Source: an optimization exercise on an open RTL-to-GDS flow (aim: small area). Production flows keep margins and buffers that such runs may drop. At most, simulation tests tie the RTL to the original design; equivalence was not proved. Only the layout flow was run in runs 3 to 5; the RTL was not checked for function there. No activity file was given, so power comes from the tool's default toggle rates.

==> flow/design.v <==
`timescale 1ns / 1ps
module top_fan(
    input clk, reset_p,
    input [5:0] btn, input [1:0] sw,
    input adc_eoc, input [6:0] adc_do,
    input dht11_in, output dht11_drive,
    input echo, output trig,
    output motor_pwm, output led_pwm, output servo_pwm,
    output [13:0] led,
    output buzz,
    output [3:0] an, output [6:0] seg
    );
    reg [11:0] t;        
    reg [6:0]  v;        
    reg        s66;      
    always @(posedge clk, posedge reset_p) begin
        if(reset_p) begin
            t <= 0; v <= 0; s66 <= 0;
        end
        else begin
            t <= t + 1'b1;
            v <= (v == 7'd124) ? 7'd0 : v + 1'b1;
            if(t[6:0] == 7'd65) s66 <= 1'b1;
        end
    end
    wire started = s66 | (|t[6:0]);                       
    wire v25 = (v == 7'd0) | (v == 7'd25) | (v == 7'd50) | (v == 7'd75) | (v == 7'd100);
    wire tick100  = started & (t[1:0] == 2'd0) & v25;      
    wire tick2000 = (t[3:0] == 4'd0) & (v == 7'd0);        
    wire tick4    = (t[1:0] == 2'd0);
    wire tick8    = (t[2:0] == 3'd0);
    wire mode_clk = (t[6:0] == 7'd65);                     
    wire mode_ph  = (t[6:0] == 7'd66);                     
    wire sw_clk   = (t[5:0] == 6'd33);                     
    reg [3:0] bs;        
    reg [3:0] bn;        
    always @(posedge clk, posedge reset_p) begin
        if(reset_p) begin
            bs <= 0; bn <= 0;
        end
        else if(tick100) begin
            bs <= {btn[4], btn[3], btn[2], btn[0]};
            bn <= bs & ~{btn[4], btn[3], btn[2], btn[0]};
        end
        else bn <= 0;
    end
    wire pwr_n   = bn[0];
    wire timer_n = bn[1];
    wire lamp_n  = bn[2];
    wire servo_n = bn[3];
    reg sp_s, sp_m, sp_d, sp_held;
    reg [6:0] sp_cnt;    
    always @(posedge clk, posedge reset_p) begin
        if(reset_p) begin
            sp_s <= 0; sp_cnt <= 0;
        end
        else if(tick100) begin
            sp_s <= btn[5];
            if(btn[5]) begin
                if(sp_cnt == 7'd78) sp_cnt <= 7'd69;
                else sp_cnt <= sp_cnt + 1'b1;
            end
            else sp_cnt <= 0;
        end
    end
    always @(posedge clk) begin
        sp_m <= sp_s;
        sp_d <= sp_m;
        sp_held <= tick100 & btn[5] & (sp_cnt == 7'd78);
    end
    wire sp_pedge = sp_m & ~sp_d;
    wire speed = sp_pedge | sp_held;
    reg md_deb, md_prev, short_p, long_p;
    reg [20:0] md_h;     
    always @(posedge clk, posedge reset_p) begin
        if(reset_p) begin
            md_deb <= 0; md_prev <= 0;
        end
        else begin
            if(mode_clk) md_deb <= btn[1];
            md_prev <= md_deb;
        end
    end
    always @(posedge clk) begin
        begin
            if(~md_deb & md_prev) begin
                if(md_h >= 21'd39) begin
                    short_p <= 0; long_p <= 1;
                end
                else begin
                    short_p <= 1; long_p <= 0;
                end
            end
            else if(~md_deb & ~md_prev) begin
                short_p <= 0; long_p <= 0;
            end
        end
    end
    always @(posedge clk) begin
        if(md_deb & md_prev) begin
            if(mode_ph) md_h <= md_h + 1'b1;
        end
        else md_h <= 0;
    end
    reg p;               
    reg [1:0] mode;      
    reg timeout;
    wire turn_off = pwr_n | timeout;
    wire is_d = (mode == 2'd0);
    wire is_a = (mode == 2'd1);
    wire is_n = (mode == 2'd2);
    always @(posedge clk, posedge reset_p) begin
        if(reset_p) begin
            mode <= 0;
        end
        else if(!p) mode <= 0;
        else if(is_d) begin
            if(short_p) mode <= 2'd1;
            else if(long_p) mode <= 2'd2;
        end
        else if(short_p) mode <= 0;
    end
    reg [2:0] lv_d, lv_n;
    reg dir_n;           
    always @(posedge clk, posedge reset_p) begin
        if(reset_p) begin
            p <= 0; dir_n <= 0;
        end
        else begin
            if(turn_off) p <= ~p;
            if(~turn_off & is_n & tick2000 & p) begin
                if(~dir_n & (lv_n == 3'd7)) dir_n <= 1'b1;
                if(dir_n & (lv_n == 3'd0)) dir_n <= 1'b0;
            end
        end
    end
    always @(posedge clk) begin
        if(turn_off | ~is_d) lv_d <= 0;
        else if(speed) lv_d <= lv_d + 1'b1;
        if(turn_off | ~is_n) lv_n <= 0;
        else if(tick2000) begin
            if(~dir_n) begin
                if(lv_n != 3'd7) lv_n <= lv_n + 1'b1;
                else lv_n <= lv_n - 1'b1;
            end
            else begin
                if(lv_n != 3'd0) lv_n <= lv_n - 1'b1;
                else lv_n <= lv_n + 1'b1;
            end
        end
    end
    localparam S_IDLE = 3'd0, S_LOW = 3'd1, S_H20 = 3'd2, S_L80 = 3'd3, S_H80 = 3'd4, S_READ = 3'd5;
    reg [21:0] cu;       
    reg ce;
    reg [2:0] ds;
    reg rs;              
    reg dp_m, dp_s, dn_m, dn_s;
    reg [5:0] dcnt;
    reg [7:0] acc;       
    reg [7:0] tcap;      
    reg tcap_h;          
    reg ok;              
    reg [7:0] temperature;   
    reg temp_h;              
    always @(negedge clk, posedge reset_p) begin
        if(reset_p) begin
            cu <= 0;
        end
        else begin
            if(!ce) cu <= 0;
            else if(tick4) cu <= cu + 1'b1;
        end
    end
    always @(negedge clk) begin
        dn_m <= dht11_in;
        dn_s <= dn_m;
    end
    always @(posedge clk) begin
        dp_m <= dht11_in;
        dp_s <= dp_m;
    end
    wire d_pedge = dp_m & ~dp_s;
    wire d_nedge = ~dn_m & dn_s;
    assign dht11_drive = (ds == S_LOW) & ce;
    wire dbit = (cu >= 22'd45);
    always @(posedge clk, posedge reset_p) begin
        if(reset_p) begin
            ce <= 0; ds <= S_IDLE; rs <= 0;
            temperature <= 0; temp_h <= 0;
        end
        else begin
            case(ds)
                S_IDLE: begin
                    if(cu < 22'd3000) ce <= 1;
                    else begin
                        ds <= S_LOW; ce <= 0;
                    end
                end
                S_LOW: begin
                    if(cu < 22'd180) ce <= 1;
                    else begin
                        ds <= S_H20; ce <= 0;
                    end
                end
                S_H20: begin
                    ce <= 1;
                    if(cu > 22'd100) begin
                        ds <= S_IDLE; ce <= 0;
                    end
                    if(d_nedge) begin
                        ds <= S_L80; ce <= 0;
                    end
                end
                S_L80: begin
                    ce <= 1;
                    if(cu > 22'd100) begin
                        ds <= S_IDLE; ce <= 0;
                    end
                    if(d_pedge) ds <= S_H80;
                end
                S_H80: begin
                    if(d_nedge) ds <= S_READ;
                end
                S_READ: begin
                    if(!rs) begin
                        if(d_pedge) rs <= 1;
                        ce <= 0;
                    end
                    else begin
                        if(d_nedge) begin
                            rs <= 0;
                        end
                        else ce <= 1;
                        if(cu > 22'd700) begin
                            ds <= S_IDLE; ce <= 0; rs <= 0;
                        end
                    end
                    if(dcnt[5] & dcnt[3]) begin
                        ds <= S_IDLE;
                        if(ok) begin
                            temperature <= tcap;
                            temp_h <= tcap_h;
                        end
                    end
                end
                default: ds <= S_IDLE;
            endcase
        end
    end
    wire [3:0] tlo = tcap[3:0], thi = tcap[7:4];
    wire [7:0] tadj = {(thi > 4'd4) ? thi + 4'd3 : thi, (tlo > 4'd4) ? tlo + 4'd3 : tlo};
    always @(posedge clk) begin
        if(ds != S_READ) dcnt <= 0;
        else if(bit_in) dcnt <= dcnt + 1'b1;
    end
    wire [7:0] acc0 = (dcnt == 6'd0) ? 8'd0 : acc;
    wire [2:0] q = dcnt[2:0];
    wire [6:0] g;
    assign g[0] = acc0[7] & dbit & (q > 3'd0);
    genvar gi;
    generate for (gi = 1; gi < 7; gi = gi + 1) begin : cchain
        assign g[gi] = g[gi-1] & acc0[gi-1] & (q > gi);
    end endgenerate
    wire [7:0] acc_add = {acc0[7] ^ dbit, acc0[6:0] ^ g};
    wire bit_in = (ds == S_READ) & rs & d_nedge;
    always @(posedge clk) begin
        if(bit_in) begin
            if(dcnt[5] == 1'b0) acc <= {acc_add[6:0], acc_add[7]};
            else begin
                acc <= {acc[6:0], acc[7]};
                if(dcnt[2:0] == 3'd0) ok <= (dbit == acc[7]);
                else ok <= ok & (dbit == acc[7]);
            end
            if(dcnt[5:3] == 3'd2) begin
                if(dcnt[2:0] == 3'd0) begin
                    tcap <= {7'd0, dbit};
                    tcap_h <= 0;
                end
                else begin
                    tcap <= {tadj[6:0], dbit};
                    tcap_h <= tcap_h | tadj[7];
                end
            end
        end
    end
    wire [3:0] tens = temperature[7:4], ones = temperature[3:0];
    wire t_le20 = ~temp_h & ((tens < 4'd2) | ((tens == 4'd2) & (ones == 4'd0)));
    wire a_low = t_le20;      
    reg [2:0] lv_a;
    always @(*) begin
        if(temp_h | (tens > 4'd3)) lv_a = 3'd7;
        else if(tens == 4'd3) lv_a = (ones == 4'd0) ? 3'd6 : 3'd7;
        else if(tens < 4'd2) lv_a = 3'd0;
        else if(ones <= 4'd2) lv_a = 3'd0;
        else if(ones <= 4'd4) lv_a = 3'd1;
        else if(ones <= 4'd6) lv_a = 3'd2;
        else lv_a = ones[2:0] - 3'd4;    
    end
    wire [7:0] bcd = temperature;
    wire sh01 = s66 & (t[7:0] >= 8'd66) & (t[7:0] <= 8'd193);
    wire sh10 = s66 & ~sh01;
    assign an = {2'b11, sh10, sh01};
    reg [3:0] digit;
    always @(posedge clk, posedge reset_p) begin
        if(reset_p) digit <= 0;
        else if(sh10) digit <= bcd[3:0];
        else if(sh01) digit <= bcd[7:4];
    end
    reg [6:0] seg_r;
    always @(*) begin
        case(digit)
            4'd0 : seg_r = 7'b100_0000;
            4'd1 : seg_r = 7'b111_1001;
            4'd2 : seg_r = 7'b010_0100;
            4'd3 : seg_r = 7'b011_0000;
            4'd4 : seg_r = 7'b001_1001;
            4'd5 : seg_r = 7'b001_0010;
            4'd6 : seg_r = 7'b000_0010;
            4'd7 : seg_r = 7'b111_1000;
            4'd8 : seg_r = 7'b000_0000;
            4'd9 : seg_r = 7'b001_0000;
            default : seg_r = 7'b111_1111;
        endcase
    end
    assign seg = seg_r;
    wire [2:0] lv = is_d ? lv_d : is_a ? lv_a : lv_n;
    wire on80 = p & ~(is_a & a_low);         
    wire [7:0] below = {pc != 8'd255, pc < 8'd230, pc < 8'd205, pc < 8'd180,
                        pc < 8'd155, pc < 8'd130, pc < 8'd105, pc < 8'd80};
    wire [7:0] pc = t[9:2];
    reg pwm_d, pwm_a, pwm_n;
    always @(posedge clk, posedge reset_p) begin
        if(reset_p) begin
            pwm_d <= 0; pwm_a <= 0; pwm_n <= 0;
        end
        else if(tick4) begin
            pwm_d <= p & below[lv_d];
            pwm_n <= p & below[lv_n];
            pwm_a <= p & is_a & (a_low ? (pc == 8'd0) : below[lv_a]);
        end
    end
    wire pwm = is_d ? pwm_d : is_a ? pwm_a : pwm_n;
    reg [14:0] us_c;
    reg us_calc, far;
    reg en_m, en_s;
    always @(negedge clk) begin
        en_m <= echo;
        en_s <= en_m;
    end
    wire echo_nedge = ~en_m & en_s;
    always @(posedge clk, posedge reset_p) begin
        if(reset_p) begin
            us_c <= 15'd2666; us_calc <= 0; far <= 0;
        end
        else if(!us_calc) begin
            us_c <= us_c + 1'b1;
            if(&us_c) us_calc <= 1;
        end
        else begin
            if(echo) begin
                if(tick8) us_c[11:0] <= us_c[11:0] + 1'b1;
            end
            else if(echo_nedge) begin
                far <= (us_c[11:0] > 12'd500);
                us_c <= 15'd2666; us_calc <= 0;
            end
        end
    end
    assign trig = ~us_calc & (us_c >= 15'd32668);
    assign motor_pwm = (sw[0] & p & far) ? 1'b0 : pwm;
    reg [1:0] tmr;       
    reg [8:0] tcnt;
    wire [8:0] tlim = (tmr == 2'd1) ? 9'd99 : (tmr == 2'd2) ? 9'd299 : 9'd499;
    always @(posedge clk, posedge reset_p) begin
        if(reset_p) begin
            tmr <= 0; timeout <= 0;
        end
        else if(!p) tmr <= 0;
        else if(timer_n) tmr <= tmr + 1'b1;
        else if(tmr != 2'd0) begin
            if(tick100 & (tcnt == tlim)) timeout <= 1;
        end
        else timeout <= 0;
    end
    always @(posedge clk) begin
        if(!p | timer_n) tcnt <= 0;
        else if(tick100) begin
            if(tcnt != tlim) tcnt <= tcnt + 1'b1;
            else tcnt <= 0;
        end
    end
    reg sw_s;
    reg [1:0] lst, ldc, lint;
    reg adc_m, adc_s;
    reg [1:0] acls;      
    reg pwm_la, pwm_lp;
    always @(posedge clk, posedge reset_p) begin
        if(reset_p) begin
            sw_s <= 0; lst <= 0; ldc <= 0; lint <= 0;
            adc_m <= 0; adc_s <= 0; acls <= 2'd3;
            pwm_la <= 0; pwm_lp <= 0;
        end
        else begin
            if(sw_clk) sw_s <= sw[1];
            if(sw_s) begin
                lst <= 0; ldc <= 0;
                lint <= acls;
            end
            else if(lamp_n) lst <= lst + 1'b1;
            else ldc <= lst;
            adc_m <= adc_eoc;
            adc_s <= adc_m;
            if(adc_m & ~adc_s)
                acls <= (adc_do < 7'd15) ? 2'd3 : (adc_do < 7'd40) ? 2'd2 : (adc_do < 7'd60) ? 2'd1 : 2'd0;
            pwm_la <= lbelow[ldc];
            pwm_lp <= lbelow[lint];
        end
    end
    wire [3:0] lbelow = {t[6:0] != 7'd127, t[6:0] < 7'd84, t[6:0] < 7'd42, 1'b0};
    function [6:0] lamp_duty(input [1:0] c);
        case(c)
            2'd0: lamp_duty = 7'd0;
            2'd1: lamp_duty = 7'd42;
            2'd2: lamp_duty = 7'd84;
            default: lamp_duty = 7'd127;
        endcase
    endfunction
    assign led_pwm = sw[1] ? pwm_lp : pwm_la;
    reg sv_on, sv_dir;   
    reg [8:0] sv_x;
    reg sv_pwm;
    always @(posedge clk, posedge reset_p) begin
        if(reset_p) begin
            sv_on <= 0; sv_dir <= 1; sv_x <= 9'd288; sv_pwm <= 0;
        end
        else begin
            if(!p) sv_on <= 0;
            else if(servo_n) sv_on <= ~sv_on;
            if(sv_on & p & tick100) begin
                if(sv_dir) begin
                    if(sv_x == 9'd429) begin
                        sv_x <= 9'd400; sv_dir <= 0;
                    end
                    else sv_x <= sv_x + 1'b1;
                end
                else begin
                    if(sv_x == 9'd147) begin
                        sv_x <= 9'd176; sv_dir <= 1;
                    end
                    else sv_x <= sv_x - 1'b1;
                end
            end
            sv_pwm <= started & ((t < 12'd176) | ((t < {3'd0, sv_x}) & (t < 12'd400)));
        end
    end
    assign servo_pwm = sv_pwm;
    reg s0p_m, s0p_s, s1p_m, s1p_s;
    reg s0n_m, s0n_s, s1n_m, s1n_s;
    always @(negedge clk) begin
        s0n_m <= sw[0]; s0n_s <= s0n_m;
        s1n_m <= sw[1]; s1n_s <= s1n_m;
    end
    always @(posedge clk) begin
        s0p_m <= sw[0]; s0p_s <= s0p_m;
        s1p_m <= sw[1]; s1p_s <= s1p_m;
    end
    wire sw_edge = (s0p_m & ~s0p_s) | (~s0n_m & s0n_s) | (s1p_m & ~s1p_s) | (~s1n_m & s1n_s);
    reg bz;
    reg [10:0] bz_cnt;
    always @(posedge clk, posedge reset_p) begin
        if(reset_p) begin
            bz <= 0;
        end
        else begin
            if(acls[1]) bz <= 0;
            else if(bz_set) bz <= 1;
            else if(bz & (&bz_cnt)) bz <= 0;
        end
    end
    wire bz_set = pwr_n | (lamp_n & ~sw[1]) | ((short_p | long_p | timer_n | servo_n | sp_pedge | sw_edge) & p);
    always @(posedge clk) begin
        if(~bz | acls[1]) bz_cnt <= 11'd48;
        else if(~bz_set) begin
            if(~&bz_cnt) bz_cnt <= bz_cnt + 1'b1;
            else bz_cnt <= 11'd48;
        end
    end
    assign buzz = bz & (t[4:0] == 5'd17);
    assign led[0] = on80;
    assign led[1] = on80 & (lv >= 3'd1);
    assign led[2] = on80 & (lv >= 3'd2);
    assign led[3] = on80 & (lv >= 3'd3);
    assign led[4] = on80 & (lv >= 3'd4);
    assign led[5] = on80 & (lv >= 3'd5);
    assign led[6] = on80 & (lv >= 3'd6);
    assign led[7] = on80 & (lv == 3'd7);
    assign led[10:8] = (tmr == 2'd3) ? 3'b111 : (tmr == 2'd2) ? 3'b011 : (tmr == 2'd1) ? 3'b001 : 3'b000;
    assign led[13:11] = {is_n, is_a, is_d & p};
endmodule
==> flow/flow/run.sh <==
#!/bin/bash
# Layout flow: the standard flow (standard.sh), with an area-oriented ABC
# mapping script in synthesis and flow settings passed to make below.
# Synthesis is the standard flow's own script (synth_recipe.tcl) with only the ABC script
# swapped, so the registers are the same as the standard synthesis.
set -euo pipefail
here=$(pwd)
{
  cat <<'EOT'
proc abc {args} {
  set i [lsearch -exact $args -script]
  if {$i >= 0} { lset args [expr {$i+1}] $::env(AREA_ABC_SCRIPT) }
  yosys abc {*}$args
}
EOT
  cat "$here/synth_recipe.tcl"
} > "$here/area_synth.tcl"
export AREA_ABC_SCRIPT="$here/flow/abc_area.script"
bash standard.sh SYNTH_SCRIPT="$here/area_synth.tcl" CORE_UTILIZATION=60 BUFFER_PORTS_ARGS='-buffer_cell sky130_fd_sc_hd__buf_1' CTS_ARGS='-sink_clustering_enable -repair_clock_nets -dont_use_dummy_load -buf_list sky130_fd_sc_hd__clkbuf_8 -sink_clustering_size 16 -sink_clustering_max_diameter 60' finish > "$here/flow_make.log" 2>&1
==> flow/flow/abc_area.script <==
strash
ifraig
dc2
dch -f
amap -F 4 -A 8
strash
dc2
dch -f
amap -F 4 -A 8
topo
==> flow/standard.sh <==
#!/bin/bash
# synth_recipe.tcl (not shown) runs the flow's synth.tcl, then flattens the netlist and writes it again
# the make line also repeats each setting of config.mk as NAME=value (left out here)
make -C /OpenROAD-flow-scripts/flow DESIGN_CONFIG=/design/flow/config.mk WORK_HOME=/design/flow/orfs CLKGATE_MAP_FILE= SYNTH_SCRIPT=/design/flow/synth_recipe.tcl "${@:-finish}"
==> flow/config.mk <==
export PLATFORM = sky130hd
export DESIGN_NAME = top_fan
export DESIGN_NICKNAME = top_fan
export VERILOG_FILES = /design/flow/design.v
export SDC_FILE = /design/flow/constraint.sdc
export NUM_CORES = 4
export LEC_CHECK = 0
export CAP_MARGIN = 20
export CORE_MARGIN = 2
export CORE_UTILIZATION = 40
export SLEW_MARGIN = 20
==> flow/constraint.sdc <==
create_clock -name core_clock -period 10.0 [get_ports {clk}]
set_input_delay 2.0000 -clock core_clock [delete_from_list [all_inputs] [get_ports {clk}]]
set_output_delay 2.0000 -clock core_clock [all_outputs]
set_load 0.01 [all_outputs]
==> results.toml, run 1 <==
[status]
status = "finished clean"

[clock_tree]
htreeDepth = 1
clk_pin_slew_worst_paths_ns = 0.10
postCtsHoldBufs = 0
cts_buffer_depth = 3
cts.sinks = 221
insertion_delay_ns = 0.54
cts_tree = "done"
cts_buffers = 18
root_buffer = "clkbuf_8"

[drt]
dr.pass1.iters = 5
wire_per_inst_um = 14.6
viasPerCell = 5.82
antenna_left = 0
num_vias = 9229
drc = 0
drt_first_iter_violations = 435
drt_wl_total_um = 23100

[power]
fin_total_pwr_mw = 1.55
seq_power_share = 0.633
p_comb_frac = 0.081
p_leak_nw = 4.66
p_per_area_mw_per_mm2 = 130
p_int_mw = 1.16
clkPwrFrac = 0.287
irDropWorstVdd_mv = 0.124
swShare = 0.254
p_sw_mw = 0.394

[finish]
area_growth_pct = 6.85
regArea_mm2 = 0.00529
fillers = 1565
diodes = 0
drive_above_1_share = 0.0295
nNetsFinal = 1438
multi_input_area_mm2 = 0.00508

[global_routing]
grt.total_usage = 0.236
grt.busiest_layer = "met2"
grt_use_met3 = 0.0299
antenna_found_initial = 0
grt_first_pass_wirelength_um = 39700
met1_usage = 0.329
grt_max_degree = 68
grt_use_met2 = 0.392
grt_pass1_vias = 8711
gr-total-overflow = 0

[synth]
synthTopCellsByCount = "clkinv_1, nor2_1, o21ai_0"
synth_top_cell_by_area = "dfrtp_1"
netlist.area_leader.share = 0.219
synth-seq-area-share = 0.473
netlist_area_mm2 = 0.0112
synth_edf_count = 20
syn-instance-count = 1284
synth_cell_types = 57
synth.area.top_cells = "dfrtp_1, dfxtp_1, clkinv_1"
yosysWarnings = 1
synth.most_common_cell = "clkinv_1"
avgSynthCellArea_um2 = 8.72
synthFlopType = "dfrtp_1"
async_reset_ff_frac = 0.593
ys_seq_elements = 221

[place]
pre_cts_ws_ns = 0.0562
port_buffers = 48
hpwl_um = 17300
routabilityCongestion = 0.892

[floorplan]
dieHeight_um = 141
start_util = 0.617
io_pins = 51
rows = 49
die_w_um = 141
fp.dieArea_mm2 = 0.0198
core-area_mm2 = 0.0181

[run]
cap_violations = 0

[critical_path]
cpPeakStageDelay_ns = 0.55
crit_end = "acc[6]$_DFFE_PP_"
crit_top_cell = "ha_1"
path_class = "flip-flop to flip-flop"
crit_chain = "or4_4 > nor4_4 > nand3_2 > or3_4 > or4_4 > ha_1 > nor2b_1 > ha_1 > o21a_1 > ha_1 > o21a_1 > ha_1 > nor3b_1 > ha_1 > nand2_1 > a21oi_1 > ha_1 > and3_1 > ha_1 > o22a_1"
worstReg2RegEnd = "acc[6]$_DFFE_PP_"
rr_startpoint = "cu[12]$_DFFE_NP0P_"
reg2regPathDepth = 20
arrival_ns = 10.04
startpoint = "cu[12]$_DFFE_NP0P_"
worstPathRequired_ns = 10.27
crit_fanout = 6
crit_path_top_delay_cell = "or4_4"
reg2reg_slack_ns = 0.23
endpoint_kind = "flip-flop"
start_kind = "flip-flop"

[timing]
fin_ws_ns = 0.230
final-setup-viol-count = 0
clock_skew_ns = 0.0416
worstMarginPinSlew_ns = 0.960
slew_violations = 0
hold_viol = 0
max_slew_margin = 0.358

[hold_path]
hold_path_class = "flip-flop to flip-flop"
==> placed cells by master (no fill, tap or decap), drive strengths merged, types with 22 or more instances in the layout <==
master / synthesis / final
o22ai: 24 / 24
nor2: 141 / 141
dfrtp: 98 / 98
o21ai: 113 / 113
a31oi: 30 / 30
nand3: 30 / 30
dfxtp: 70 / 70
buf: 7 / 53
clkinv: 214 / 220
nor3: 59 / 59
dfrtn: 22 / 22
nand2: 77 / 77
a21oi: 92 / 92
ha: 60 / 60
==> worst max-delay path, delay by kind of cell (launching register included) <==
| kind | cells | cell delay [ns] |
|---|---|---|
| fa+ha+maj | 7 | 1.41 |
| simple gates | 9 | 2.27 |
| flops | 1 | 0.41 |
| compound gates | 4 | 0.44 |
==> routing by layer <==
metal / share of wire / vias to the layer above
met5: 0 / -
li1: - / 4753
met3: 0.035 / 37
met2: 0.46 / 160
met1: 0.48 / 4279
met4: 0.023 / 0
==> flip-flops by register name (all words and copies together) (netlist names), 3 cells and up <==
register,cells
cu,22
md_h,21
us_c,15
t,12
bz_cnt,11
sv_x,9
tcnt,9
acc,8
tcap,8
temperature,8
sp_cnt,7
v,7
dcnt,6
bn,4
bs,4
digit,4
ds,3
lv_d,3
lv_n,3
==> power by group through the flow <==
stage | Sequential, mW | Combinational, mW | Clock (mW)
after floorplan | 0.988 | 0.0952 | 0.00566
after global placement | 0.997 | 0.122 | 0.00566
after detailed placement | 0.997 | 0.127 | 0.00566
after CTS | 0.980 | 0.127 | 0.464
after global routing | 0.987 | 0.144 | 0.495
final | 0.981 | 0.125 | 0.444
==> kinds of logic after synthesis <==
| kind of cell | synth area share |
|---|---|
| flops | 0.473 |
| other cells | 0.000335 |
| simple gates | 0.162 |
| fa+ha+maj | 0.0671 |
| compound gates | 0.221 |
| buf+inv | 0.0764 |
==> worst min-delay path by stage <==
stage / start / end / slack, ns / depth (start not counted)
4_1_cts: en_m$_DFF_N_ / en_s$_DFF_N_ / 0.35 / 0
3_5_place_dp: sp_m$_DFF_P_ / sp_d$_DFF_P_ / 0.33 / 0
2_1_floorplan: dp_m$_DFF_P_ / dp_s$_DFF_P_ / 0.32 / 0
6_report: en_m$_DFF_N_ / en_s$_DFF_N_ / 0.34 / 0
3_3_place_gp: sp_m$_DFF_P_ / sp_d$_DFF_P_ / 0.33 / 0
5_1_grt: s0n_m$_DFF_N_ / s0n_s$_DFF_N_ / 0.36 / 0
==> through the flow <==
step           TNS, ns  cells   util  area, um^2  hold WS, ns
2_1_floorplan        0   1285      -       11200        0.324
3_3_place_gp         0   1559  0.642       11600        0.330
3_5_place_dp         0   1559  0.642       11600        0.333
4_1_cts              0   1584  0.657       11900        0.347
5_1_grt        -0.0193   1585  0.659       12000        0.358
6_report             0   1585  0.659       12000        0.342
==> timing repair <==
action | CTS | global route
resized for setup | 0 | 6
setup endpoints to repair | 0 | 2
buffers inserted | 0 | 1
==> layout make-up <==
type | instances | share of cell area
clock buffers | 18 | 0.0207
inverters | 213 | 0.0673
clock inverters | 8 | 0.00251
repair buffers | 53 | 0.0182
flip-flops and latches | 221 | 0.443
well taps | 229 | 0.0240
multi-input cells | 843 | 0.425
==> inputs of run 2 (changes only) <==
--- a/flow/flow/run.sh
+++ b/flow/flow/run.sh
@@ -18,2 +18,2 @@
 export AREA_ABC_SCRIPT="$here/flow/abc_area.script"
-bash standard.sh SYNTH_SCRIPT="$here/area_synth.tcl" CORE_UTILIZATION=60 BUFFER_PORTS_ARGS='-buffer_cell sky130_fd_sc_hd__buf_1' CTS_ARGS='-sink_clustering_enable -repair_clock_nets -dont_use_dummy_load -buf_list sky130_fd_sc_hd__clkbuf_8 -sink_clustering_size 16 -sink_clustering_max_diameter 60' finish > "$here/flow_make.log" 2>&1
+bash standard.sh SYNTH_SCRIPT="$here/area_synth.tcl" CORE_UTILIZATION=65 BUFFER_PORTS_ARGS='-buffer_cell sky130_fd_sc_hd__buf_1' CTS_ARGS='-sink_clustering_enable -repair_clock_nets -dont_use_dummy_load -buf_list sky130_fd_sc_hd__clkbuf_4 -sink_clustering_size 9 -sink_clustering_max_diameter 40' finish > "$here/flow_make.log" 2>&1
==> results.toml, run 2 <==
[critical_path]
reg2reg_slack_ns = 0.22
startpoint = "cu[20]$_DFFE_NP0P_"
reg2regPathDepth = 20
crit_chain = "or4_1 > nor4_4 > nand3_1 > or3_1 > or4_4 > ha_1 > nor2b_1 > ha_1 > o21a_1 > ha_1 > o21a_1 > ha_1 > nor3b_1 > ha_1 > nand2_1 > a21oi_1 > ha_1 > and3_1 > ha_1 > o22a_1"
worstPathRequired_ns = 10.36
crit_top_cell = "ha_1"
rr_startpoint = "cu[20]$_DFFE_NP0P_"
path_class = "flip-flop to flip-flop"
cpPeakStageDelay_ns = 0.58
crit_end = "acc[6]$_DFFE_PP_"
crit_fanout = 4
endpoint_kind = "flip-flop"
worstReg2RegEnd = "acc[6]$_DFFE_PP_"
crit_path_top_delay_cell = "or4_1"
start_kind = "flip-flop"
arrival_ns = 10.14

[clock_tree]
cts.sinks = 221
clk_pin_slew_worst_paths_ns = 0.10
cts_buffer_depth = 3
cts_buffers = 35
root_buffer = "clkbuf_4"
insertion_delay_ns = 0.64
htreeDepth = 2
postCtsHoldBufs = 0
cts_tree = "done"

[synth]
synthFlopType = "dfrtp_1"
synth.area.top_cells = "dfrtp_1, dfxtp_1, clkinv_1"
synth_cell_types = 57
async_reset_ff_frac = 0.593
ys_seq_elements = 221
synth_edf_count = 20
syn-instance-count = 1284
netlist.area_leader.share = 0.219
synth-seq-area-share = 0.473
netlist_area_mm2 = 0.0112
synthTopCellsByCount = "clkinv_1, nor2_1, o21ai_0"
synth.most_common_cell = "clkinv_1"
yosysWarnings = 1
synth_top_cell_by_area = "dfrtp_1"
avgSynthCellArea_um2 = 8.72

[power]
p_per_area_mw_per_mm2 = 131
fin_total_pwr_mw = 1.57
irDropWorstVdd_mv = 0.109
p_leak_nw = 4.68

[drt]
dr.pass1.iters = 5
drt_wl_total_um = 23500
num_vias = 9499
viasPerCell = 5.96
wire_per_inst_um = 14.7
drt_first_iter_violations = 410
drc = 0
antenna_left = 0

[floorplan]
io_pins = 51
fp.dieArea_mm2 = 0.0183
die_w_um = 135
rows = 47
start_util = 0.670
core-area_mm2 = 0.0167
dieHeight_um = 135

[global_routing]
grt_first_pass_wirelength_um = 40700
grt_max_degree = 70
grt.total_usage = 0.269
antenna_found_initial = 1
grt_pass1_vias = 9082
gr-total-overflow = 0

[place]
port_buffers = 48
placedCellCount = 1550
pre_cts_ws_ns = 0.0962
routabilityCongestion = 0.904
hpwl_um = 17300
placed_area_mm2 = 0.0116

[timing]
hold_viol = 0
slew_violations = 0
fin_ws_ns = 0.218
worstMarginPinSlew_ns = 0.980
tns_ns = 0
hold_ws_ns = 0.353
final-setup-viol-count = 0
clock_skew_ns = 0.0808
max_slew_margin = 0.344

[hold_path]
hold_path_class = "flip-flop to flip-flop"
hp-start = "s1p_m$_DFF_P_"
whs_path_depth = 0

[finish]
postLayoutCoreUtil = 0.715
nNetsFinal = 1454
layout_commonest_cell = "clkinv_1"
largestRegisters = "cu: 22 flops, md_h: 21 flops, us_c: 15 flops"
post-route-cell-area_mm2 = 0.0119
final_cell_mix = "clkinv_1, nor2_1, o21ai_0, dfrtp_1, a21oi_1"
regMostFlops = "cu"
area_growth_pct = 6.72
fillers = 1358
drive_above_1_share = 0.0386
instances_no_fill = 1593
largest_reg_flops = 22

[status]
status = "finished clean"

[run]
cap_violations = 0
[run 2: cell count changes in the layout (fill, tap and decap cells not counted), sizes merged]
cell,previous run,this run
clkbuf,18,35
buf,53,52
diode,0,1
[run 2: routing by layer]
metal  up-vias  GRT usage  part of all wire
li1       4814          -                 -
met1      4438      0.356              0.47
met5         -          0                 0
met4         0     0.0868             0.018
met2       214      0.453              0.47
met3        33     0.0449             0.043
[run 2: worst min-delay path by stage]
stage	end
after floorplan	dp_s$_DFF_P_
after global placement	sp_d$_DFF_P_
after detailed placement	sp_d$_DFF_P_
after CTS	s1p_s$_DFF_P_
after global routing	sp_d$_DFF_P_
final	s1p_s$_DFF_P_
[run 2: power breakdown]
part / switching [mW] / leakage, nW / internal, mW / total [mW]
Clock: 0.298 / 0.174 / 0.166 / 0.465
Sequential: 0.0356 / 2.42 / 0.944 / 0.980
Combinational: 0.0786 / 2.09 / 0.0449 / 0.123
[run 2: critical path: cells and delay by family (launching register included)]
kind	cells	cell delay, ns
AO/OA/AOI/OAI	4	0.44
AND/OR/NAND/NOR	9	2.35
flip-flops	1	0.38
adder cells (fa/ha/maj)	7	1.41
[run 2: cell type report]
class	count	area (um^2)	share of cell area
Inverter	213	805	0.0673
Timing Repair Buffer	52	210	0.0176
Sequential cell	221	5290	0.443
Clock inverter	8	30.0	0.00251
Multi-Input combinational cell	843	5070	0.424
Clock buffer	35	263	0.0220
Tap cell	220	275	0.0230
Antenna cell	1	2.50	0.000209
[run 2: cells by family after synthesis]
logic type / after synthesis / share of synthesized area
buffers and inverters: 221 / 0.0764
and+or+nand+nor: 393 / 0.162
DFF: 221 / 0.473
AOI/OAI and AO/OA: 388 / 0.221
adders and majority gates: 60 / 0.0671
other: 1 / 0.000335
[run 2: repair_timing]
action	in CTS	in global routing
resized for setup	0	3
setup endpoints to repair	0	2
buffers inserted	0	0
==> inputs of run 3 (changes only) <==
--- a/flow/design.v
+++ b/flow/design.v
@@ -327,2 +327,5 @@
     wire on80 = p & ~(is_a & a_low);         
+    wire [3:0] pm = (pc < 8'd80) ? 4'd0 : (pc < 8'd105) ? 4'd1 : (pc < 8'd130) ? 4'd2 :
+                    (pc < 8'd155) ? 4'd3 : (pc < 8'd180) ? 4'd4 : (pc < 8'd205) ? 4'd5 :
+                    (pc < 8'd230) ? 4'd6 : (pc < 8'd255) ? 4'd7 : 4'd8;
     wire [7:0] below = {pc != 8'd255, pc < 8'd230, pc < 8'd205, pc < 8'd180,
@@ -336,5 +339,5 @@
         else if(tick4) begin
-            pwm_d <= p & below[lv_d];
-            pwm_n <= p & below[lv_n];
-            pwm_a <= p & is_a & (a_low ? (pc == 8'd0) : below[lv_a]);
+            pwm_d <= p & ({1'b0, lv_d} >= pm);
+            pwm_n <= p & ({1'b0, lv_n} >= pm);
+            pwm_a <= p & is_a & (a_low ? (pc == 8'd0) : ({1'b0, lv_a} >= pm));
         end
==> flow/flow/run.sh (replaced) <==
#!/bin/bash
# Layout flow: the standard flow (standard.sh) with these changes:
#  - synthesis: the standard flow's own script (synth_recipe.tcl) with the ABC mapping
#    script swapped for an area-oriented one (flow/abc_area.script) and no
#    separate adder mapping, so ABC maps the adders with the rest of the logic;
#    the registers are the standard synthesis's;
#  - port buffers: sky130_fd_sc_hd__buf_1 on every input and output port;
#  - clock tree: smaller clock buffers, no dummy loads;
#  - higher core utilization.
# Each tool's output is in orfs/logs/ (ORFS) and flow_make.log.
set -euo pipefail
here=$(pwd)
{
  cat <<'EOT'
proc abc {args} {
  set i [lsearch -exact $args -script]
  if {$i >= 0} { lset args [expr {$i+1}] $::env(AREA_ABC_SCRIPT) }
  yosys abc {*}$args
}
EOT
  cat "$here/synth_recipe.tcl"
} > "$here/area_synth.tcl"
export AREA_ABC_SCRIPT="$here/flow/abc_area.script"
bash standard.sh \
  SYNTH_SCRIPT="$here/area_synth.tcl" \
  ADDER_MAP_FILE= \
  CORE_UTILIZATION=65 BUFFER_PORTS_ARGS='-buffer_cell sky130_fd_sc_hd__buf_1' CTS_ARGS='-sink_clustering_enable -repair_clock_nets -dont_use_dummy_load -buf_list sky130_fd_sc_hd__clkbuf_2 -sink_clustering_size 5 -sink_clustering_max_diameter 30' \
  finish > "$here/flow_make.log" 2>&1
==> flow/flow/abc_area.script (replaced) <==
strash
ifraig
dc2
dch -f
amap -m -F 10 -A 20
strash
dc2
dch -f
amap -m -F 10 -A 20
strash
dc2
dch -f
amap -m -F 10 -A 20
topo
==> results.toml, run 3 <==
[clock_tree]
cts_tree = "done"
root_buffer = "clkbuf_2"
postCtsHoldBufs = 0
htreeDepth = 2
cts_buffer_depth = 3
clk_pin_slew_worst_paths_ns = 0.09
postCtsSetupBuffers = 0
insertion_delay_ns = 0.81
cts_buffers = 54
post_cts_resized = 0
cts.sinks = 221

[synth]
ys_seq_elements = 221
synth_cell_types = 53
netlist.area_leader.share = 0.241
synth_edf_count = 20
synth_top_cell_by_area = "dfrtp_1"
synth.most_common_cell = "clkinv_1"
netlist_area_mm2 = 0.0102
synth.area.top_cells = "dfrtp_1, dfxtp_1, clkinv_1"
syn-instance-count = 1202
async_reset_ff_frac = 0.593
avgSynthCellArea_um2 = 8.46
synthTopCellsByCount = "clkinv_1, nor2_1, o21ai_0"
synth-seq-area-share = 0.520
yosysWarnings = 1
synthFlopType = "dfrtp_1"

[global_routing]
grt_first_pass_wirelength_um = 36800
grt_max_degree = 78
grt_pass1_vias = 8229
antenna_found_initial = 1
grt.total_usage = 0.268
gr-total-overflow = 0

[power]
p_leak_nw = 4.19
p_per_area_mw_per_mm2 = 142
irDropWorstVdd_mv = 0.115

[timing]
slew_violations = 0
tns_ns = 0
max_slew_margin = 0.299
clock_skew_ns = 0.186
hold_viol = 0
worstMarginPinSlew_ns = 1.04
final-setup-viol-count = 0
rsz0062_at_grt = "no"
fin_ws_ns = 1.34

[critical_path]
reg2regPathDepth = 13
worstPathRequired_ns = 5.57
path_class = "flip-flop to flip-flop"
arrival_ns = 4.24
crit_fanout = 8
start_kind = "flip-flop"
endpoint_kind = "flip-flop"

[finish]
largestRegisters = "cu: 22 flops, md_h: 21 flops, us_c: 15 flops"
drive_above_1_share = 0.0536
nNetsFinal = 1329
area_growth_pct = 7.09
largest_reg_flops = 22
regMostFlops = "cu"
layout_commonest_cell = "clkinv_1"
final_cell_mix = "clkinv_1, nor2_1, o21ai_0, dfrtp_1, nand2_1"

[floorplan]
io_pins = 51
die_w_um = 129
start_util = 0.667
core-area_mm2 = 0.0153
rows = 45
dieHeight_um = 129
fp.dieArea_mm2 = 0.0167

[place]
hpwl_um = 15500
routabilityCongestion = 0.922
pre_cts_ws_ns = 1.48
port_buffers = 48

[status]
status = "finished clean"

[drt]
num_vias = 8751
dr.pass1.iters = 5
antenna_left = 0
drc = 0
viasPerCell = 5.76
drt_wl_total_um = 21400
wire_per_inst_um = 14.1
drt_first_iter_violations = 577

[run]
cap_violations = 0

[hold_path]
hold_path_class = "flip-flop to flip-flop"
whs_path_depth = 0
==> run 3: final timing paths <==
kind	start	endpoint	slack (ns)
setup / recovery	t[1]$_DFF_PP0_	cu[19]$_DFFE_NP0P_	1.34
hold / removal	dn_m$_DFF_N_	dn_s$_DFF_N_	0.34
setup reg to reg	t[1]$_DFF_PP0_	cu[19]$_DFFE_NP0P_	1.34
hold reg to reg	dn_m$_DFF_N_	dn_s$_DFF_N_	0.34
max in group asynchronous	reset_p	cu[5]$_DFFE_NP0P_	3.12
min in group asynchronous	reset_p	timeout$_DFFE_PP0P_	1.30
==> run 3: critical path, cell delays in order (launching register included) <==
cell and delay [ns]:
dfrtp_1 0.46, nor2_1 0.40, clkinv_1 0.30, nor4_1 0.42
nand2_1 0.17, clkinv_1 0.10, nand3_1 0.10, nor3_1 0.33
nand2_1 0.15, nor3_1 0.30, clkinv_1 0.16, nor3_1 0.23
clkinv_1 0.13, and3_1 0.19
==> run 3: logic make-up (layout without fill, tap and decap cells) <==
family,after synthesis,in the layout,synth area share
muxes,1,1,0.00111
and+or+nand+nor,449,449,0.200
DFF,221,221,0.520
xor gates and xnor gates,1,1,0.000861
buffers and inverters,203,307,0.0775
other,1,3,0.000369
AOI/OAI and AO/OA,326,326,0.200
==> run 3: where the power goes <==
| group | switching [mW] | internal, mW | leakage, nW |
|---|---|---|---|
| sequential | 0.0301 | 0.946 | 2.40 |
| clock | 0.317 | 0.144 | 0.237 |
| combinational | 0.0719 | 0.0393 | 1.55 |
==> run 3: metal layers <==
metal / vias up / part of all wire / track usage
met1: 4022 / 0.47 / 0.373
met4: 0 / 0.017 / 0.0889
met3: 34 / 0.058 / 0.0537
met5: - / 0 / 0
li1: 4467 / - / -
met2: 228 / 0.45 / 0.426
==> run 3: per-stage QoR <==
step / std cells / hold WS [ns] / utilization / instance area, um^2 / power (mW)
6_report: 1519 / 0.337 / 0.714 / 10900 / 1.55
5_1_grt: 1519 / 0.356 / 0.714 / 10900 / 1.63
4_1_cts: 1518 / 0.337 / 0.713 / 10900 / 1.57
3_5_place_dp: 1457 / 0.336 / 0.694 / 10600 / 1.11
3_3_place_gp: 1457 / 0.326 / 0.694 / 10600 / 1.11
2_1_floorplan: 1203 / 0.323 / - / 10200 / 1.08
==> run 3: cell type report <==
| class | instances | area [um^2] |
|---|---|---|
| inverters | 194 | 733 |
| repair buffers | 51 | 203 |
| flip-flops and latches | 221 | 5290 |
| fillers | 1276 | 4370 |
| multi-input cells | 779 | 4100 |
| diodes | 1 | 2.50 |
| clock buffers | 54 | 270 |
| well taps | 211 | 264 |
| clock inverters | 8 | 30.0 |
==> inputs of run 4 (changes only) <==
--- a/flow/flow/run.sh
+++ b/flow/flow/run.sh
@@ -26,3 +26,3 @@
   ADDER_MAP_FILE= \
-  CORE_UTILIZATION=65 BUFFER_PORTS_ARGS='-buffer_cell sky130_fd_sc_hd__buf_1' CTS_ARGS='-sink_clustering_enable -repair_clock_nets -dont_use_dummy_load -buf_list sky130_fd_sc_hd__clkbuf_2 -sink_clustering_size 5 -sink_clustering_max_diameter 30' \
+  CORE_UTILIZATION=70 BUFFER_PORTS_ARGS='-buffer_cell sky130_fd_sc_hd__buf_1' CTS_ARGS='-sink_clustering_enable -repair_clock_nets -dont_use_dummy_load -buf_list sky130_fd_sc_hd__clkbuf_4 -sink_clustering_size 10 -sink_clustering_max_diameter 40' \
   finish > "$here/flow_make.log" 2>&1
==> results.toml, run 4 <==
[power]
p_leak_nw = 4.13
fin_total_pwr_mw = 1.54
p_per_area_mw_per_mm2 = 142
irDropWorstVdd_mv = 0.0967

[clock_tree]
postCtsSetupBuffers = 0
cts_buffers = 34
cts_tree = "done"
insertion_delay_ns = 0.62
post_cts_resized = 0
htreeDepth = 2
cts.sinks = 221
clk_pin_slew_worst_paths_ns = 0.10
postCtsHoldBufs = 0
cts_buffer_depth = 3
root_buffer = "clkbuf_4"

[critical_path]
arrival_ns = 4.05
critPathTopFamily = "simple AND/OR/NAND/NOR gates"
rr_startpoint = "t[1]$_DFF_PP0_"
cpPeakStageDelay_ns = 0.47
reg2regPathDepth = 13
worst-path-buf-inv = 4
crit_chain = "nor2_1 > clkinv_1 > nor4_1 > nand2_1 > clkinv_1 > nand3_1 > nor3_1 > nand2_1 > nor3_1 > clkinv_1 > nor3_1 > clkinv_1 > and3_1"
crit_fanout = 8
endpoint_kind = "flip-flop"
crit_top_cell = "clkinv_1"
path_class = "flip-flop to flip-flop"
start_kind = "flip-flop"
crit_path_top_delay_cell = "dfrtp_1"
reg2reg_slack_ns = 1.36
worstReg2RegEnd = "cu[19]$_DFFE_NP0P_"
worstPathRequired_ns = 5.41

[synth]
synth_edf_count = 20
synth.most_common_cell = "clkinv_1"
avgSynthCellArea_um2 = 8.46
netlist.area_leader.share = 0.241
synthFlopType = "dfrtp_1"
synthTopCellsByCount = "clkinv_1, nor2_1, o21ai_0"
yosysWarnings = 1
synth.area.top_cells = "dfrtp_1, dfxtp_1, clkinv_1"
synth_cell_types = 53
netlist_area_mm2 = 0.0102
async_reset_ff_frac = 0.593
synth-seq-area-share = 0.520
synth_top_cell_by_area = "dfrtp_1"
ys_seq_elements = 221
syn-instance-count = 1202

[floorplan]
start_util = 0.708
fp.dieArea_mm2 = 0.0155
die_w_um = 125
io_pins = 51
core-area_mm2 = 0.0144
rows = 44
dieHeight_um = 125

[timing]
hold_viol = 0
hold_ws_ns = 0.301
final-setup-viol-count = 0
worstMarginPinSlew_ns = 1.04
tns_ns = 0
max_slew_margin = 0.303
fin_ws_ns = 1.36
rsz0062_at_grt = "no"
slew_violations = 0
clock_skew_ns = 0.0960

[drt]
num_vias = 8660
wl_met3_um = 1200
viasPerCell = 5.88
drt-met1-wl_um = 9770
top_layer = "met4"
drc = 0
dr_wl_met2_um = 9550
wire_per_inst_um = 14.2
dr.pass1.iters = 5
drt_first_iter_violations = 587
drt_wl_total_um = 20900
antenna_left = 0

[hold_path]
min_to = "dn_s$_DFF_N_"
hold_path_class = "flip-flop to flip-flop"
whs_path_depth = 0
hp-start = "dn_m$_DFF_N_"

[status]
status = "finished clean"

[finish]
largest_reg_flops = 22
nNetsFinal = 1309
layout_commonest_cell = "clkinv_1"
post-route-cell-area_mm2 = 0.0108
regMostFlops = "cu"
drive_above_1_share = 0.0389
largestRegisters = "cu: 22 flops, md_h: 21 flops, us_c: 15 flops"
final_cell_mix = "clkinv_1, nor2_1, o21ai_0, dfrtp_1, nand2_1"
instances_no_fill = 1472
area_growth_pct = 6.61
postLayoutCoreUtil = 0.755
fillers = 1074

[place]
placedCellCount = 1430
port_buffers = 48
pre_cts_ws_ns = 1.48
routabilityCongestion = 0.942
placed_area_mm2 = 0.0106
hpwl_um = 15300

[global_routing]
grt_first_pass_wirelength_um = 36400
grt_pass1_vias = 8096
antenna_found_initial = 1
gr-total-overflow = 0
grt_max_degree = 92
grt.total_usage = 0.277

[run]
cap_violations = 0
## run 4: report_power, final
part | internal [mW] | leakage, nW | switching, mW
combinational | 0.0394 | 1.55 | 0.0721
clock | 0.162 | 0.169 | 0.289
sequential | 0.946 | 2.40 | 0.0301
## run 4: logic make-up (layout without fill, tap and decap cells)
family | Yosys count | count (layout) | synth area share
AND/OR/NAND/NOR | 449 | 449 | 0.200
AO/OA/AOI/OAI | 326 | 326 | 0.200
flip-flops | 221 | 221 | 0.520
buffers and inverters | 203 | 287 | 0.0775
other | 1 | 3 | 0.000369
XOR/XNOR | 1 | 1 | 0.000861
multiplexers | 1 | 1 | 0.00111
## run 4: area by class of cell
cell class	instances	area [um^2]	area share
Antenna cell	1	2.50	0.000231
Clock buffer	34	255	0.0235
Clock inverter	8	30.0	0.00277
Inverter	194	733	0.0676
Multi-Input combinational cell	779	4100	0.378
Sequential cell	221	5290	0.488
Tap cell	184	230	0.0212
Timing Repair Buffer	51	203	0.0187
## run 4: worst max-delay path by stage
stage / from / endpoint / slack [ns] / cells after the start
finish: t[1]$_DFF_PP0_ / cu[19]$_DFFE_NP0P_ / 1.36 / 13
global route: t[1]$_DFF_PP0_ / cu[19]$_DFFE_NP0P_ / 0.90 / 13
CTS: t[1]$_DFF_PP0_ / cu[19]$_DFFE_NP0P_ / 1.38 / 13
detailed placement: t[1]$_DFF_PP0_ / cu[19]$_DFFE_NP0P_ / 1.48 / 13
global placement: t[1]$_DFF_PP0_ / cu[19]$_DFFE_NP0P_ / 1.67 / 13
floorplan: reset_p / cu[0]$_DFFE_NP0P_ / 0.84 / 1
## run 4: per-layer routing
metal  vias up  GRT usage
met5         -          0
met4         0     0.0846
met3        45     0.0481
met2       246      0.439
met1      3959      0.396
li1       4410          -
==> inputs of run 5 (changes only) <==
--- a/flow/flow/run.sh
+++ b/flow/flow/run.sh
@@ -26,3 +26,3 @@
   ADDER_MAP_FILE= \
-  CORE_UTILIZATION=70 BUFFER_PORTS_ARGS='-buffer_cell sky130_fd_sc_hd__buf_1' CTS_ARGS='-sink_clustering_enable -repair_clock_nets -dont_use_dummy_load -buf_list sky130_fd_sc_hd__clkbuf_4 -sink_clustering_size 10 -sink_clustering_max_diameter 40' \
+  CORE_UTILIZATION=65 BUFFER_PORTS_ARGS='-buffer_cell sky130_fd_sc_hd__buf_1' CTS_ARGS='-sink_clustering_enable -repair_clock_nets -dont_use_dummy_load -buf_list sky130_fd_sc_hd__clkbuf_4 -sink_clustering_size 10 -sink_clustering_max_diameter 45' \
   finish > "$here/flow_make.log" 2>&1
==> results.toml, run 5 <==
[synth]
async_reset_ff_frac = 0.593
synthTopCellsByCount = "clkinv_1, nor2_1, o21ai_0"
synthFlopType = "dfrtp_1"
synth.most_common_cell = "clkinv_1"
syn-instance-count = 1202
netlist.area_leader.share = 0.241
synth-seq-area-share = 0.520
synth_cell_types = 53
yosysWarnings = 1
synth.area.top_cells = "dfrtp_1, dfxtp_1, clkinv_1"
synth_edf_count = 20
avgSynthCellArea_um2 = 8.46
ys_seq_elements = 221
synth_top_cell_by_area = "dfrtp_1"
netlist_area_mm2 = 0.0102

[finish]
final_cell_mix = "clkinv_1, nor2_1, o21ai_0, dfrtp_1, nand2_1"
postLayoutCoreUtil = 0.711
nNetsFinal = 1306
area_growth_pct = 6.72
post-route-cell-area_mm2 = 0.0109
largestRegisters = "cu: 22 flops, md_h: 21 flops, us_c: 15 flops"
layout_commonest_cell = "clkinv_1"
largest_reg_flops = 22
regMostFlops = "cu"
instances_no_fill = 1496
drive_above_1_share = 0.0366

[floorplan]
io_pins = 51
die_w_um = 129
rows = 45
fp.dieArea_mm2 = 0.0167
core-area_mm2 = 0.0153
dieHeight_um = 129
start_util = 0.667

[clock_tree]
clk_pin_slew_worst_paths_ns = 0.07
postCtsSetupBuffers = 0
post_cts_resized = 0
cts_buffer_depth = 3
root_buffer = "clkbuf_4"
insertion_delay_ns = 0.66
cts_buffers = 31
htreeDepth = 1
cts_tree = "done"
postCtsHoldBufs = 0
cts.sinks = 221

[critical_path]
crit_chain = "nor2_1 > clkinv_1 > nor4_1 > nand2_1 > clkinv_1 > nand3_1 > nor3_1 > nand2_1 > nor3_1 > clkinv_1 > nor3_1 > clkinv_1 > and3_1"
reg2regPathDepth = 13
crit_fanout = 8
crit_top_cell = "clkinv_1"
reg2reg_slack_ns = 1.36
path_class = "flip-flop to flip-flop"
endpoint_kind = "flip-flop"
arrival_ns = 4.10
rr_startpoint = "t[1]$_DFF_PP0_"
worstPathRequired_ns = 5.46
crit_path_top_delay_cell = "dfrtp_1"
critPathTopFamily = "simple AND/OR/NAND/NOR gates"
worst-path-buf-inv = 4
worstReg2RegEnd = "cu[19]$_DFFE_NP0P_"
cpPeakStageDelay_ns = 0.45
start_kind = "flip-flop"

[power]
fin_total_pwr_mw = 1.52
p_per_area_mw_per_mm2 = 140
p_leak_nw = 4.11
irDropWorstVdd_mv = 0.112

[global_routing]
antenna_found_initial = 1
grt_pass1_vias = 7986
grt.total_usage = 0.263
grt_max_degree = 78
grt_first_pass_wirelength_um = 36500
gr-total-overflow = 0

[timing]
rsz0062_at_grt = "no"
max_slew_margin = 0.318
slew_violations = 0
final-setup-viol-count = 0
worstMarginPinSlew_ns = 1.02
fin_ws_ns = 1.36
tns_ns = 0
hold_ws_ns = 0.339
hold_viol = 0
clock_skew_ns = 0.0919

[place]
pre_cts_ws_ns = 1.48
port_buffers = 48
placedCellCount = 1457
hpwl_um = 15500
placed_area_mm2 = 0.0106
routabilityCongestion = 0.922

[drt]
dr.pass1.iters = 6
drc = 0
drt_wl_total_um = 21100
drt_first_iter_violations = 666
wire_per_inst_um = 14.1
num_vias = 8650
viasPerCell = 5.78
antenna_left = 0

[hold_path]
hold_path_class = "flip-flop to flip-flop"
hp-start = "dn_m$_DFF_N_"
min_to = "dn_s$_DFF_N_"
whs_path_depth = 0

[status]
status = "finished clean"

[run]
cap_violations = 0
run 5: report_power, final:
group          leakage, nW  internal (mW)  total, mW  switching, mW
Clock                0.155          0.146      0.433          0.287
Sequential            2.40          0.946      0.976         0.0306
Combinational         1.55         0.0393      0.111         0.0718
run 5: area by class of cell:
class	instances	area (um^2)
tap	211	264
multi-input combinational	779	4100
fill	1262	4400
clock buffer	31	233
timing repair buffer	51	203
antenna	1	2.50
clock inverter	8	30.0
sequential	221	5290
inverter	194	733
run 5: worst max-delay path by stage:
| stage | start | cells after the start | slack (ns) | endpoint |
|---|---|---|---|---|
| after floorplan | reset_p | 1 | 0.84 | cu[0]$_DFFE_NP0P_ |
| after global placement | t[1]$_DFF_PP0_ | 13 | 1.67 | cu[19]$_DFFE_NP0P_ |
| after detailed placement | t[1]$_DFF_PP0_ | 13 | 1.48 | cu[19]$_DFFE_NP0P_ |
| after CTS | t[1]$_DFF_PP0_ | 13 | 1.41 | cu[19]$_DFFE_NP0P_ |
| after global routing | t[1]$_DFF_PP0_ | 13 | 0.92 | cu[20]$_DFFE_NP0P_ |
| final | t[1]$_DFF_PP0_ | 13 | 1.36 | cu[19]$_DFFE_NP0P_ |
run 5: cell families (layout without fill, tap and decap cells):
logic type | Yosys count | after routing | share of synthesized area
buf+inv | 203 | 284 | 0.0775
xor+xnor | 1 | 1 | 0.000861
mux | 1 | 1 | 0.00111
compound gates | 326 | 326 | 0.200
flops | 221 | 221 | 0.520
simple gates | 449 | 449 | 0.200
other cells | 1 | 3 | 0.000369
run 5: routing by layer:
layer,global-route usage,vias up,part of all wire
li1,-,4415,-
met1,0.377,3977,0.48
met2,0.426,227,0.45
met3,0.0442,31,0.059
met4,0.0620,0,0.017
met5,0,-,0
==> inputs of run 6 (changes only) <==
--- a/flow/design.v
+++ b/flow/design.v
@@ -327,5 +327,2 @@
     wire on80 = p & ~(is_a & a_low);         
-    wire [3:0] pm = (pc < 8'd80) ? 4'd0 : (pc < 8'd105) ? 4'd1 : (pc < 8'd130) ? 4'd2 :
-                    (pc < 8'd155) ? 4'd3 : (pc < 8'd180) ? 4'd4 : (pc < 8'd205) ? 4'd5 :
-                    (pc < 8'd230) ? 4'd6 : (pc < 8'd255) ? 4'd7 : 4'd8;
     wire [7:0] below = {pc != 8'd255, pc < 8'd230, pc < 8'd205, pc < 8'd180,
@@ -339,5 +336,5 @@
         else if(tick4) begin
-            pwm_d <= p & ({1'b0, lv_d} >= pm);
-            pwm_n <= p & ({1'b0, lv_n} >= pm);
-            pwm_a <= p & is_a & (a_low ? (pc == 8'd0) : ({1'b0, lv_a} >= pm));
+            pwm_d <= p & below[lv_d];
+            pwm_n <= p & below[lv_n];
+            pwm_a <= p & is_a & (a_low ? (pc == 8'd0) : below[lv_a]);
         end
--- a/flow/flow/run.sh
+++ b/flow/flow/run.sh
@@ -26,3 +26,3 @@
   ADDER_MAP_FILE= \
-  CORE_UTILIZATION=65 BUFFER_PORTS_ARGS='-buffer_cell sky130_fd_sc_hd__buf_1' CTS_ARGS='-sink_clustering_enable -repair_clock_nets -dont_use_dummy_load -buf_list sky130_fd_sc_hd__clkbuf_4 -sink_clustering_size 10 -sink_clustering_max_diameter 45' \
+  CORE_UTILIZATION=65 BUFFER_PORTS_ARGS='-buffer_cell sky130_fd_sc_hd__buf_1' CTS_ARGS='-sink_clustering_enable -repair_clock_nets -dont_use_dummy_load -buf_list sky130_fd_sc_hd__clkbuf_4 -sink_clustering_size 9 -sink_clustering_max_diameter 40' \
   finish > "$here/flow_make.log" 2>&1
==> results.toml, run 6 <==
[critical_path]
reg2regPathDepth = 22
rr_startpoint = "t[0]$_DFF_PP0_"
worstPathRequired_ns = 5.45
arrival_ns = 4.59
start_kind = "flip-flop"
worstReg2RegEnd = "cu[21]$_DFFE_NP0P_"
path_class = "flip-flop to flip-flop"
crit_fanout = 7
endpoint_kind = "flip-flop"
reg2reg_slack_ns = 0.86

[finish]
regMostFlops = "cu"
fillers = 1220
multi_input_area_mm2 = 0.00413
area_growth_pct = 6.67
drive_above_1_share = 0.0370
largestRegisters = "cu: 22 flops, md_h: 21 flops, us_c: 15 flops"
largest_reg_flops = 22
regArea_mm2 = 0.00529
final_cell_mix = "clkinv_1, nor2_1, o21ai_0, dfrtp_1, nand2_1"
nNetsFinal = 1293
layout_commonest_cell = "clkinv_1"

[clock_tree]
root_buffer = "clkbuf_4"
cts.sinks = 221
postCtsHoldBufs = 0
insertion_delay_ns = 0.68
cts_buffers = 30
htreeDepth = 1
clk_pin_slew_worst_paths_ns = 0.09
cts_buffer_depth = 3
cts_tree = "done"
postCtsSetupBuffers = 0

[floorplan]
rows = 45
io_pins = 51
fp.dieArea_mm2 = 0.0167
die_w_um = 129
start_util = 0.667
dieHeight_um = 129
core-area_mm2 = 0.0153

[drt]
drt_first_iter_violations = 612
viasPerCell = 5.81
drt_wl_total_um = 21100
drc = 0
wire_per_inst_um = 14.2
dr.pass1.iters = 6
antenna_left = 0
num_vias = 8615

[synth]
netlist_area_mm2 = 0.0102
yosysWarnings = 1
synth.most_common_cell = "nor2_1"
synth-seq-area-share = 0.520
async_reset_ff_frac = 0.593
synth_cell_types = 54
ys_seq_elements = 221
netlist.area_leader.share = 0.241
synthTopCellsByCount = "nor2_1, clkinv_1, o21ai_0"
synth_top_cell_by_area = "dfrtp_1"
synthFlopType = "dfrtp_1"
synth.area.top_cells = "dfrtp_1, dfxtp_1, nor2_1"
synth_edf_count = 20
syn-instance-count = 1190
avgSynthCellArea_um2 = 8.55

[power]
irDropWorstVdd_mv = 0.0878
fin_total_pwr_mw = 1.50
p_per_area_mw_per_mm2 = 139
p_leak_nw = 4.17

[place]
hpwl_um = 15700
routabilityCongestion = 0.923
port_buffers = 48

[hold_path]
hp-start = "sp_m$_DFF_P_"
whs_path_depth = 0
hold_path_class = "flip-flop to flip-flop"
min_to = "sp_d$_DFF_P_"

[global_routing]
grt_pass1_vias = 7925
grt_max_degree = 68
gr-total-overflow = 0
grt.total_usage = 0.262
antenna_found_initial = 1
grt_first_pass_wirelength_um = 36100

[timing]
slew_violations = 0
tns_ns = 0
hold_viol = 0
worstMarginPinSlew_ns = 0.868
final-setup-viol-count = 0
rsz0062_at_grt = "no"
clock_skew_ns = 0.0795
max_slew_margin = 0.416

[run]
cap_violations = 0

[status]
status = "finished clean"
-- run 6: changes by cell type in the layout (fill, tap and decap cells not counted), sizes merged, moves of 6 or more --
cell / before / now
a31oi: 13 / 21
nand4: 14 / 8
nand3: 24 / 17
nor3: 62 / 52
clkinv: 201 / 194
o21a: 11 / 18
-- run 6: final cells by class --
type	count	area share
repair buffers	51	0.0187
flip-flops and latches	221	0.488
diodes	1	0.000231
clock inverters	8	0.00277
clock buffers	30	0.0208
inverters	187	0.0651
well taps	211	0.0243
multi-input cells	774	0.380
-- run 6: layer usage --
metal / vias to the layer above / GRT usage / wire (um)
met5: - / 0 / 0
li1: 4380 / - / -
met1: 3993 / 0.378 / 10000
met2: 202 / 0.419 / 9370
met3: 40 / 0.0450 / 1220
met4: 0 / 0.0607 / 435
-- run 6: how the worst max path moves through the flow --
stage,from,to,slack [ns],cells after the start
final,t[0]$_DFF_PP0_,cu[21]$_DFFE_NP0P_,0.86,22
after global routing,t[1]$_DFF_PP0_,cu[21]$_DFFE_NP0P_,0.1,22
after CTS,t[1]$_DFF_PP0_,cu[21]$_DFFE_NP0P_,0.82,22
after detailed placement,t[0]$_DFF_PP0_,cu[21]$_DFFE_NP0P_,0.93,22
after global placement,t[0]$_DFF_PP0_,cu[21]$_DFFE_NP0P_,1.19,22
after floorplan,reset_p,cu[0]$_DFFE_NP0P_,0.84,1
-- run 6: per-stage QoR --
step                area, um^2  utilization  worst slack, ns  hold WS (ns)  cells
floorplan                10200            -            0.841         0.324   1191
global placement         10600        0.694             1.19         0.328   1445
detailed placement       10600        0.694            0.929         0.331   1445
CTS                      10800        0.711            0.822         0.354   1482
global route             10900        0.711           0.0986         0.355   1483
finish                   10900        0.711            0.859         0.350   1483
-- run 6: timing repair --
action,4_1_cts,5_1_grt
endpoints found under the setup margin,0,2
gates resized for setup,0,1
hold endpoints to repair,0,0
-- run 6: cell families (layout without fill, tap and decap cells) --
| family | Yosys count | in the layout | synth area share |
|---|---|---|---|
| DFF | 221 | 221 | 0.520 |
| AOI/OAI and AO/OA | 347 | 347 | 0.218 |
| buffers and inverters | 196 | 276 | 0.0749 |
| xor gates and xnor gates | 1 | 1 | 0.000861 |
| other | 1 | 3 | 0.000369 |
| and+or+nand+nor | 423 | 423 | 0.185 |
| muxes | 1 | 1 | 0.00111 |
-- run 6: worst max-delay path: stages (launching register included) --
cell and delay (ns):
dfrtp_1 0.46, nor2_2 0.27, and3_1 0.25, nand2_1 0.08, nor2_1 0.18, nand2_1 0.10
nor2_1 0.20, nand2_1 0.11, nor2_1 0.21, nand2_1 0.10, nor2_1 0.19, nand2_1 0.10
nor2_1 0.19, nand2_1 0.11, nor2_1 0.20, nand2_1 0.10, nor2_1 0.20, nand2_1 0.10
nor2_1 0.20, nand2_1 0.10, nor2_1 0.18, and2_0 0.21, a21oi_1 0.09
-- run 6: where the power goes --
| group | switching (mW) | internal, mW | total, mW |
|---|---|---|---|
| Combinational | 0.0745 | 0.0391 | 0.114 |
| Sequential | 0.0254 | 0.942 | 0.968 |
| Clock | 0.281 | 0.141 | 0.423 |
| Total | 0.381 | 1.12 | 1.50 |
